What follows belongs to an exercise in optimizing a design on an open flow for small area and few clock cycles; a production flow would make more cautious choices. Function was checked by simulation only, so behaviour that the tests miss may differ from the original. Power and IR drop assume default switching activity.

==> yarrow <==
## procMonoc
module procMonoc(
    input logic clk,
    input logic rst,
    output logic [31:0] imem_addr,
    input logic [31:0] imem_rdata,
    output logic [31:0] dmem_addr,
    output logic [1:0] dmem_size,
    output logic dmem_we,
    output logic [31:0] dmem_wdata,
    input logic [31:0] dmem_rdata
);
    logic [31:0] inst;
    assign inst = imem_rdata;
    logic [31:2] pc;
    assign imem_addr = {pc, 2'b00};
    logic i6, i5, i4, i3, i2;
    assign {i6, i5, i4, i3, i2} = inst[6:2];
    logic [2:0] f3;
    assign f3 = inst[14:12];
    logic isStore, isBranch, isJal, isJalr, isJump, isLoad, isLui, isAuipc, isAlu, isOp, rfWe, useRs2;
    assign isStore  = ~i6 & i5 & ~i4;
    assign isBranch = i6 & ~i2;
    assign isJal    = i6 & i3;
    assign isJalr   = i6 & i2 & ~i3;
    assign isJump   = i6 & i2;
    assign isLoad   = ~i6 & ~i5 & ~i4;
    assign isLui    = i5 & i4 & i2;
    assign isAuipc  = ~i5 & i4 & i2;
    assign isAlu    = i4 & ~i2;
    assign isOp     = i5 & i4 & ~i2;
    assign rfWe     = ~(i5 & ~i4 & ~i2);
    assign useRs2   = i5 & ~i2 & (i4 | i6);
    logic [31:0] rs1, rs2, wd;
    RegUnit RU(.clk(clk), .rst(rst), .we(rfWe), .wrAddr(inst[11:7]),
               .rdAddr1(inst[19:15]), .rdAddr2(inst[24:20]), .wrData(wd),
               .rdData1(rs1), .rdData2(rs2));
    logic [31:0] immIS, immT;
    assign immIS = {{21{inst[31]}}, inst[30:25], isStore ? inst[11:7] : inst[24:20]};
    always_comb begin
        if (isAuipc)      immT = {inst[31:12], 12'b0};
        else if (isJal)   immT = {{12{inst[31]}}, inst[19:12], inst[20], inst[30:21], 1'b0};
        else              immT = {{20{inst[31]}}, inst[7], inst[30:25], inst[11:8], 1'b0};
    end
    logic [31:2] tgt, pcInc;
    logic [29:0] tgtP, tgtG;
    logic tgtCout;
    addBK30 tgtAdd(.a(pc), .b(immT[31:2]), .s(tgt), .cout(tgtCout), .p(tgtP), .g(tgtG));
    inc30 pcAdd(.a(pc), .s(pcInc));
    logic [31:0] b, bx, sum, p, g;
    logic sub, cout, lt, ltu, eq;
    assign b   = useRs2 ? rs2 : immIS;
    assign sub = isBranch | (isAlu & ~f3[2] & f3[1]) | (isOp & (f3 == 3'b000) & inst[30]);
    assign bx  = b ^ {32{sub}};
  ...
Settings: LEC_CHECK=0, CAP_MARGIN=10, CORE_MARGIN=2, CORE_UTILIZATION=60, PLACE_DENSITY=0.72, SETUP_SLACK_MARGIN=0.1, SLEW_MARGIN=10, SYNTH_HIERARCHICAL=1; clock period 12.0 ns.
standard.sh (not shown) runs the stock make flow with config.mk's settings and CLKGATE_MAP_FILE= SYNTH_SCRIPT=/design/flow/synth_recipe.tcl, a recipe that flattens the netlist after the stock synthesis.
==> flow/flow/run.sh <==
#!/bin/bash
set -euo pipefail
export BUFFER_PORTS_ARGS="-buffer_cell sky130_fd_sc_hd__buf_1"
export CTS_ARGS="-sink_clustering_enable -repair_clock_nets -dont_use_dummy_load -sink_clustering_size 20 -sink_clustering_max_diameter 100"
bash standard.sh > standard.log 2>&1
==> inputs of raven, as changes to yarrow <==
==> flow/flow/run.sh (replaced) <==
#!/bin/bash
set -euo pipefail
export BUFFER_PORTS_ARGS="-buffer_cell sky130_fd_sc_hd__buf_1"
export CTS_ARGS="-sink_clustering_enable -repair_clock_nets -dont_use_dummy_load"
bash standard.sh > standard.log 2>&1
CORE_UTILIZATION = 50   (was 60)
PLACE_DENSITY = 0.65   (was 0.72)
SETUP_SLACK_MARGIN = 0.2   (was 0.1)
==> qor summary <==
                                                                 yarrow       raven
# rows                                                               101         111
Wire length per cell                                             41.0 µm     39.2 µm
Non-CTS buffers                                                      354         359
Maximum number of pins on one net before global-route repair          44          61
Result of the run                       no timing/DRC/antenna violations  no timing/DRC/antenna violations
Logic pwr share                                                    27.0%       24.3%
H-tree levels                                                          2           3
Met1 wire length                                                 74.6 mm     81.0 mm
Worst endpoint data arrival time                                 9070 ps     8680 ps
Vertical extent of the die                                        282 µm      308 µm
Area of all placed cells without fillers                      0.0518 mm²  0.0532 mm²
Reported leakage power                                           20.3 nW     20.9 nW
Clk_buf instances                                                     58         106
Testbench counts of yarrow, summed over its fixed seeds: cycles 43,719.
Testbench counts of raven, summed over its fixed seeds: cycles 43,719.

==> re-timing with driven ports <==
Ports are ideal in the flow. The routed layouts listed here were re-timed in OpenROAD. Step 1: set_driving_cell puts a clkbuf_16 on clk and a buf_2 on each other input, an assumption about the parent block. Step 2 moves the port delays by t, midway between the first and last clock arrival at a register: inputs arrive t later, outputs are due t later. That takes back most of the time a late clock gives input paths. Three values: ideal, step 1, step 2; two values: the first two.
run | t, ns | slack for setup (ns) | hold WS [ns] | worst setup path at the end | cell pins on the clock port's net
yarrow | 0.719 | 0.529 / 0.507 / 0.507 | 0.499 / 0.499 / 0.499 | input to output | 1
raven | 0.762 | 0.915 / 0.877 / 0.877 | 0.494 / 0.494 / 0.494 | input to output | 1
After both steps every run listed still meets setup and hold. The setup slack of raven, which loses most, moves by -0.038 ns with the drivers and by -0.038 ns with both steps.
